From an optimization exercise on the open Yosys and OpenROAD flow, aimed at small area, a short achievable clock period and few clock cycles per item; shortcuts taken in it are not production practice. RTL that was checked went through simulation tests only; none was proved equivalent to the original. No activity file was given, so power comes from the tool's default toggle rates.

## lane 1
==> flow/design.v (excerpt) <==
module dcs_tx (
  input         clk,
  input         rst,
  input         start,
  input  [31:0] msg,
  output        ready,
  output        done,
  output [15:0] crc,
  output [95:0] frame
);
==> flow/config.mk <==
export PLATFORM = sky130hd
export DESIGN_NAME = dcs_tx
export DESIGN_NICKNAME = dcs_tx
export VERILOG_FILES = /design/flow/design.v
export SDC_FILE = /design/flow/constraint.sdc
export NUM_CORES = 4
export LEC_CHECK = 0
export ABC_CLOCK_PERIOD_IN_PS = 2500
export CAP_MARGIN = 20
export CORE_MARGIN = 2
export CORE_UTILIZATION = 40
export PLACE_DENSITY = 0.6
export SLEW_MARGIN = 20
==> flow/constraint.sdc <==
create_clock -name core_clock -period 5.0 [get_ports {clk}]
set_input_delay 1.0000 -clock core_clock [delete_from_list [all_inputs] [get_ports {clk}]]
set_output_delay 1.0000 -clock core_clock [all_outputs]
set_load 0.01 [all_outputs]
standard.sh (not shown) runs the stock make flow with config.mk's settings and CLKGATE_MAP_FILE= SYNTH_SCRIPT=/design/flow/synth_recipe.tcl, a recipe that flattens the netlist after the stock synthesis.
==> flow/flow/run.sh <==
#!/bin/bash
# Standard layout, but with the port buffers made from sky130_fd_sc_hd__buf_1
# instead of the buffer buffer_ports picks on its own.
set -euo pipefail
export BUFFER_PORTS_ARGS="-buffer_cell sky130_fd_sc_hd__buf_1"
bash standard.sh > standard.log 2>&1
Lane 1 completed end to end with timing, DRC and antenna clean.
[inputs] lane 2 vs lane 1
# lane 1
export LEC_CHECK = 0
export ABC_CLOCK_PERIOD_IN_PS = 2500
export CAP_MARGIN = 20
export CORE_MARGIN = 2
export CORE_UTILIZATION = 40
export PLACE_DENSITY = 0.6
export SLEW_MARGIN = 20
create_clock -name core_clock -period 5.0 [get_ports {clk}]
# lane 2
export LEC_CHECK = 0
export ABC_AREA = 1
export CAP_MARGIN = 20
export CORE_MARGIN = 2
export CORE_UTILIZATION = 40
export PLACE_DENSITY = 0.6
export SLEW_MARGIN = 20
create_clock -name core_clock -period 5.0 [get_ports {clk}]
## What came out
Looking only at number of violations reported at the end of detailed-routing iteration 0, and setting everything else aside, the higher value of lane 2 and lane 1 goes to lane 2. From lane 1 to lane 2 the numbers moved as follows: cell area after layout grew by about 13%; utilization shrank by 1.6 points; gate count after technology mapping grew by 151; number of buffers other than clock buffers in the final layout held steady.
What lane 3 does differently from lane 2 at the input level:
# lane 2
export LEC_CHECK = 0
export ABC_AREA = 1
export CAP_MARGIN = 20
export CORE_MARGIN = 2
export CORE_UTILIZATION = 40
export PLACE_DENSITY = 0.6
export SLEW_MARGIN = 20
create_clock -name core_clock -period 5.0 [get_ports {clk}]
# lane 3
export LEC_CHECK = 0
export ABC_CLOCK_PERIOD_IN_PS = 1000
export CAP_MARGIN = 20
export CORE_MARGIN = 2
export CORE_UTILIZATION = 40
export PLACE_DENSITY = 0.6
export SLEW_MARGIN = 20
create_clock -name core_clock -period 5.0 [get_ports {clk}]
Lane 3 finished all stages; the layout is clean.
The flow did not stop early for lane 2: all stages ran, and the layout cleared the timing, design-rule and antenna checks.
Looking only at worst hold slack, and setting everything else aside, the higher value of lane 2 and lane 3 goes to lane 2.
Compared to lane 2, lane 3 has total wire length 18% lower.
Between lane 2 and lane 3, the difference in sequential cell count is negligible.
Per the comparison of lane 3 with lane 2, sequential element share of the synthesized area has increased, fill cell total of the finished layout has decreased, area after synthesis has decreased.
Final area in lane 3 is 12% lower than in lane 2
Re number of inverters outside the clock class in the layout: lane 2 and lane 3 aren't equal, and the higher value belongs to lane 2.
diff inputs: lane 3 => lane 4
# lane 3
export LEC_CHECK = 0
export ABC_CLOCK_PERIOD_IN_PS = 1000
export CAP_MARGIN = 20
export CORE_MARGIN = 2
export CORE_UTILIZATION = 40
export PLACE_DENSITY = 0.6
export SLEW_MARGIN = 20
create_clock -name core_clock -period 5.0 [get_ports {clk}]
# lane 4
export LEC_CHECK = 0
export CAP_MARGIN = 20
export CORE_MARGIN = 2
export CORE_UTILIZATION = 40
export PLACE_DENSITY = 0.6
export SLEW_MARGIN = 20
create_clock -name core_clock -period 5.0 [get_ports {clk}]
## What came out
Diff lane 4..lane 3 | post-route clock period utilization | unchanged. As far as signed area change from the synthesized netlist to the final layout goes, lane 3 and lane 4 are indistinguishable; the numbers are identical. For routed wire length on met2, lane 3 and lane 4 come out practically identical. Sequential power essentially unchanged between lane 4 and lane 3. Reported for lane 3 and lane 4, sum of routed wire length over all layers turned out identical to the last digit. From lane 3 to lane 4 the numbers moved as follows: sum of buffers and inverters on the critical path has remained practically unchanged; slew at the pin with the worst max-slew slack held; core utilization roughly the same. As far as multi-input gate share of total cell area goes, lane 3 and lane 4 are indistinguishable; the numbers are identical. Lane 4 -> lane 3: total count of max-transition violations in the final report delta 0, exact match. Re core footprint: no difference whatsoever between lane 4 and lane 3.
Function was not checked in any run of this note: the RTL went through the layout flow alone.

---

Another version of the RTL of dcs_tx (not shown whole).
Size in the first run: about 260 cells after synthesis, ~49 flip-flops, ~150 I/O pins, roughly 3300 um^2 of cells after synthesis.
export LEC_CHECK = 0
export CAP_MARGIN = 20
export CORE_MARGIN = 2
export CORE_UTILIZATION = 40
export PLACE_DENSITY = 0.6
export SETUP_SLACK_MARGIN = 2.55
export SLEW_MARGIN = 20
export SYNTH_HIERARCHICAL = 1
create_clock -name core_clock -period 5.0 [get_ports {clk}]
Scripts as last shown in full above: flow/flow/run.sh
The baseline completed without violations.
Testbench counts at the start, summed over its fixed seeds: cycles 512, items 512.
Next try:
- CTS_CLUSTER_DIAMETER: not set -> 200
- CTS_CLUSTER_SIZE: not set -> 50
- SETUP_SLACK_MARGIN: 2.55 -> not set
Sequential share of layout area is higher by 5.9 points.
Fmax is lower by 2.3%.
Combinational power is lower by about 20%.
Global-route usage is lower by 1.2 points.
Final area is lower by about 16%.

---

== run A ==
The RTL this note starts from:
==> flow/design.v <==
module dcs_tx_xor2 (input a, input b, output y);
  assign y = a ^ b;
endmodule
module dcs_tx_xnor2 (input a, input b, output y);
  assign y = ~(a ^ b);
endmodule
module dcs_tx (
  input         clk,
  input         rst,
  input         start,
  input  [31:0] msg,
  output        ready,
  output        done,
  output [15:0] crc,
  output [95:0] frame
);
  reg [31:0] data;
  reg [15:0] crc_r;
  reg        done_r;
  wire [15:0] crc_in;
  always @(posedge clk)
    begin
      if (start)
        begin
          data  <= msg;
          crc_r <= crc_in;
        end
      if (rst)
        done_r <= 1'b0;
      else if (start)
        done_r <= 1'b1;
    end
  wire [64:0] t;
  dcs_tx_xor2 ct0 (.a(msg[3]), .b(msg[31]), .y(t[0]));
  dcs_tx_xor2 ct1 (.a(msg[16]), .b(msg[30]), .y(t[1]));
  dcs_tx_xor2 ct2 (.a(msg[4]), .b(msg[17]), .y(t[2]));
  dcs_tx_xor2 ct3 (.a(msg[8]), .b(msg[24]), .y(t[3]));
  dcs_tx_xor2 ct4 (.a(msg[10]), .b(msg[23]), .y(t[4]));
  dcs_tx_xor2 ct5 (.a(msg[19]), .b(msg[21]), .y(t[5]));
  dcs_tx_xor2 ct6 (.a(msg[20]), .b(msg[22]), .y(t[6]));
  dcs_tx_xor2 ct7 (.a(msg[5]), .b(msg[18]), .y(t[7]));
  dcs_tx_xor2 ct8 (.a(msg[6]), .b(msg[7]), .y(t[8]));
  dcs_tx_xor2 ct9 (.a(msg[1]), .b(msg[2]), .y(t[9]));
  dcs_tx_xor2 ct10 (.a(msg[11]), .b(msg[12]), .y(t[10]));
  dcs_tx_xor2 ct11 (.a(msg[9]), .b(msg[25]), .y(t[11]));
  dcs_tx_xor2 ct12 (.a(t[4]), .b(t[11]), .y(t[12]));
  dcs_tx_xor2 ct13 (.a(t[0]), .b(t[2]), .y(t[13]));
  dcs_tx_xor2 ct14 (.a(t[6]), .b(t[8]), .y(t[14]));
  dcs_tx_xor2 ct15 (.a(msg[13]), .b(msg[26]), .y(t[15]));
  dcs_tx_xor2 ct16 (.a(t[5]), .b(t[7]), .y(t[16]));
  dcs_tx_xor2 ct17 (.a(msg[27]), .b(t[10]), .y(t[17]));
  dcs_tx_xor2 ct18 (.a(msg[15]), .b(t[9]), .y(t[18]));
  dcs_tx_xor2 ct19 (.a(msg[0]), .b(t[1]), .y(t[19]));
  dcs_tx_xor2 ct20 (.a(t[12]), .b(t[13]), .y(t[20]));
  dcs_tx_xor2 ct21 (.a(t[14]), .b(t[16]), .y(t[21]));
  dcs_tx_xor2 ct22 (.a(t[20]), .b(t[21]), .y(t[22]));
  dcs_tx_xor2 ct23 (.a(msg[14]), .b(msg[28]), .y(t[23]));
  dcs_tx_xor2 ct24 (.a(msg[29]), .b(msg[31]), .y(t[24]));
  dcs_tx_xor2 ct25 (.a(t[3]), .b(t[15]), .y(t[25]));
  dcs_tx_xor2 ct26 (.a(t[18]), .b(t[19]), .y(t[26]));
  dcs_tx_xor2 ct27 (.a(t[17]), .b(t[25]), .y(t[27]));
  dcs_tx_xor2 ct28 (.a(msg[5]), .b(msg[6]), .y(t[28]));
  dcs_tx_xor2 ct29 (.a(msg[8]), .b(msg[21]), .y(t[29]));
  dcs_tx_xor2 ct30 (.a(msg[26]), .b(msg[29]), .y(t[30]));
  dcs_tx_xor2 ct31 (.a(msg[24]), .b(msg[26]), .y(t[31]));
  dcs_tx_xor2 ct32 (.a(msg[9]), .b(msg[22]), .y(t[32]));
  dcs_tx_xor2 ct33 (.a(msg[4]), .b(msg[20]), .y(t[33]));
  dcs_tx_xor2 ct34 (.a(msg[12]), .b(msg[28]), .y(t[34]));
  dcs_tx_xor2 ct35 (.a(msg[2]), .b(msg[18]), .y(t[35]));
  dcs_tx_xor2 ct36 (.a(msg[7]), .b(msg[23]), .y(t[36]));
  dcs_tx_xor2 ct37 (.a(msg[17]), .b(msg[30]), .y(t[37]));
  dcs_tx_xor2 ct38 (.a(msg[10]), .b(msg[11]), .y(t[38]));
  dcs_tx_xor2 ct39 (.a(msg[1]), .b(t[23]), .y(t[39]));
  dcs_tx_xor2 ct40 (.a(t[10]), .b(t[30]), .y(t[40]));
  dcs_tx_xor2 ct41 (.a(t[5]), .b(t[28]), .y(t[41]));
  dcs_tx_xor2 ct42 (.a(t[0]), .b(t[1]), .y(t[42]));
  dcs_tx_xor2 ct43 (.a(msg[14]), .b(t[3]), .y(t[43]));
  dcs_tx_xor2 ct44 (.a(t[24]), .b(t[37]), .y(t[44]));
  dcs_tx_xor2 ct45 (.a(t[15]), .b(t[34]), .y(t[45]));
  dcs_tx_xor2 ct46 (.a(t[9]), .b(t[23]), .y(t[46]));
  dcs_tx_xor2 ct47 (.a(t[29]), .b(t[36]), .y(t[47]));
  dcs_tx_xor2 ct48 (.a(t[3]), .b(t[32]), .y(t[48]));
  dcs_tx_xor2 ct49 (.a(t[31]), .b(t[38]), .y(t[49]));
  dcs_tx_xor2 ct50 (.a(t[7]), .b(t[33]), .y(t[50]));
  dcs_tx_xor2 ct51 (.a(t[24]), .b(t[39]), .y(t[51]));
  dcs_tx_xor2 ct52 (.a(t[18]), .b(t[44]), .y(t[52]));
  dcs_tx_xor2 ct53 (.a(t[35]), .b(t[42]), .y(t[53]));
  dcs_tx_xor2 ct54 (.a(t[40]), .b(t[43]), .y(t[54]));
  dcs_tx_xor2 ct55 (.a(msg[19]), .b(t[13]), .y(t[55]));
  dcs_tx_xor2 ct56 (.a(msg[16]), .b(t[46]), .y(t[56]));
  dcs_tx_xor2 ct57 (.a(msg[25]), .b(t[17]), .y(t[57]));
  dcs_tx_xor2 ct58 (.a(t[26]), .b(t[27]), .y(t[58]));
  dcs_tx_xor2 ct59 (.a(t[19]), .b(t[51]), .y(t[59]));
  dcs_tx_xor2 ct60 (.a(t[26]), .b(t[54]), .y(t[60]));
  dcs_tx_xor2 ct61 (.a(t[27]), .b(t[56]), .y(t[61]));
  dcs_tx_xor2 ct62 (.a(t[22]), .b(t[58]), .y(t[62]));
  dcs_tx_xor2 ct63 (.a(t[22]), .b(t[61]), .y(t[63]));
  dcs_tx_xor2 ct64 (.a(t[22]), .b(t[60]), .y(t[64]));
  assign crc_in[0] = t[62];
  assign crc_in[1] = t[63];
  dcs_tx_xnor2 cn2 (.a(t[19]), .b(t[51]), .y(crc_in[2]));
  assign crc_in[3] = t[52];
  assign crc_in[4] = t[53];
  dcs_tx_xnor2 cn5 (.a(msg[19]), .b(t[13]), .y(crc_in[5]));
  assign crc_in[6] = t[50];
  assign crc_in[7] = t[41];
  assign crc_in[8] = t[14];
  assign crc_in[9] = t[47];
  assign crc_in[10] = t[48];
  assign crc_in[11] = t[12];
  assign crc_in[12] = t[49];
  assign crc_in[13] = t[57];
  assign crc_in[14] = t[45];
  assign crc_in[15] = t[64];
  wire [47:0] s = {data, crc_r};
  wire [47:0] x, b, p0, p1;
  genvar n;
  generate
    for (n = 0; n < 48; n = n + 1) begin : stream
      assign x[n] = s[47-n];
    end
  endgenerate
  assign b[0]  = x[0];
  assign p0[0] = x[0];
  assign p1[0] = x[0];
  assign p0[1] = b[1];
  assign p1[1] = x[1];
  generate
    for (n = 1; n < 48; n = n + 1) begin : pair
      dcs_tx_xor2 gb (.a(x[n]), .b(x[n-1]), .y(b[n]));
    end
    for (n = 2; n < 48; n = n + 1) begin : enc
      dcs_tx_xor2 g1 (.a(x[n]), .b(b[n-2]), .y(p1[n]));
      dcs_tx_xor2 g0 (.a(b[n]), .b(b[n-2]), .y(p0[n]));
    end
  endgenerate
  wire [95:0] f;
  genvar g, j;
  generate
    for (n = 0; n < 48; n = n + 1) begin : place
      assign f[2*(47-n)+1] = p1[n];
      assign f[2*(47-n)]   = p0[n];
    end
    for (g = 0; g < 3; g = g + 1) begin : grp
      for (j = 0; j < 4; j = j + 1) begin : byt
        assign frame[32*g+8*j +: 8] = {f[32*g+24+2*j +: 2], f[32*g+16+2*j +: 2],
                                       f[32*g+8+2*j +: 2],  f[32*g+2*j +: 2]};
      end
    end
  endgenerate
  assign crc   = crc_r;
  assign ready = 1'b1;
  assign done  = done_r;
endmodule
clock: 5.0 ns
lec_check: 0
cap_margin: 20
core_margin: 2
core_utilization: 65
place_density: 0.8
slew_margin: 20
synth_hierarchical: 1
Scripts as last shown in full above: flow/flow/run.sh
Testbench counts of run A, summed over its fixed seeds: cycles 512, items 512.
diff inputs: run A => run B
# run A
export LEC_CHECK = 0
export CAP_MARGIN = 20
export CORE_MARGIN = 2
export CORE_UTILIZATION = 65
export PLACE_DENSITY = 0.8
export SLEW_MARGIN = 20
export SYNTH_HIERARCHICAL = 1
create_clock -name core_clock -period 5.0 [get_ports {clk}]
# run B
export LEC_CHECK = 0
export CAP_MARGIN = 20
export CORE_MARGIN = 2
export CORE_UTILIZATION = 40
export PLACE_DENSITY = 0.6
export SLEW_MARGIN = 20
export SYNTH_HIERARCHICAL = 1
create_clock -name core_clock -period 5.0 [get_ports {clk}]
==> flow/flow/run.sh <==
#!/bin/bash
set -euo pipefail
export BUFFER_PORTS_ARGS="-buffer_cell sky130_fd_sc_hd__buf_1"
export CTS_ARGS="-sink_clustering_enable -repair_clock_nets -sink_clustering_size 50 -sink_clustering_max_diameter 500 -root_buf sky130_fd_sc_hd__clkbuf_16 -buf_list sky130_fd_sc_hd__clkbuf_16"
bash standard.sh > standard.log 2>&1
## What came out
Compared with run A, in run B number of instances in the synthesized netlist did not really move; part of the total power dissipated in combinational logic now smaller; core area went up. Re floorplan die height: run B and run A aren't equal, and the lower value belongs to run A. Run B packs its core more loosely than run A. Relative to run A, the proportion of cell area spent on the clock network of run B is higher by 0.25 points. Comparing final worst-path setup slack for run B and run A, the smaller number came from run A.
Changes in run C relative to run B:
==> flow/flow/run.sh <==
#!/bin/bash
# Standard layout, but with the port buffers made from sky130_fd_sc_hd__buf_1
# instead of the buffer buffer_ports picks on its own.
set -euo pipefail
export BUFFER_PORTS_ARGS="-buffer_cell sky130_fd_sc_hd__buf_1"
bash standard.sh > standard.log 2>&1
### Flow results
- Run B → run C: net count after synthesis about even; met3 routed wirelength rose 4.4%; first-iteration DRC count rose about 7.5%.
- Summary — design area, run C relative to run B: lower, by 56 sq um.
- Final routed wirelength across all metal layers, run C and run B: higher on run C
- Taking run B as the reference, in run C post-detailed-route wirelength per cell up about 0.8%; minimum clock period after layout up 22 ps.
- Looking at clock power share, run C sits 4.5 points lower than run B does.
- Of the two candidates, run B has the better highest attainable clock frequency and run C the worse one.
- Run C gives less total power than run B did.

## separate check: timing with driven ports
No port has a modelled driver above. Below, the same layouts with a new extraction and two added sets of constraints.
Step 1, drivers: a clkbuf_16 drives clk and a buf_2 each remaining input, both assumed.
Step 2 moves the port delays by t, midway between the first and last clock arrival at a register: inputs arrive t later, outputs are due t later. That takes back most of the time a late clock gives input paths.
Three values: no drivers, after step 1, after step 2; two values: the first two.
run | shift t [ns] | setup slack, ns | latest minus earliest clock arrival (ns) | cell pins on the clock port's net
lane 1 | 0.322 | 2.308 / 2.310 / 1.988 | 0.009 / 0.009 | 1
lane 2 | 0.329 | 1.036 / 1.043 / 0.714 | 0.005 / 0.005 | 1
lane 3 | 0.322 | 2.308 / 2.310 / 1.988 | 0.009 / 0.009 | 1
lane 4 | 0.322 | 2.308 / 2.310 / 1.988 | 0.009 / 0.009 | 1
the first run of note 2 | 0.325 | 2.503 / 2.475 / 2.339 | 0.007 / 0.007 | 1
the second run of note 2 | 0.324 | 2.444 / 2.416 / 2.322 | 0.007 / 0.008 | 1
run A | 0.325 | 2.387 / 2.360 / 2.154 | 0.008 / 0.008 | 1
run B | 0.310 | 2.466 / 2.437 / 2.311 | 0.005 / 0.005 | 1
run C | 0.324 | 2.444 / 2.416 / 2.322 | 0.007 / 0.008 | 1
After both steps every run listed still meets setup and hold. The setup slack of lane 2, which loses most, moves by +0.007 ns with the drivers and by -0.322 ns with both steps.
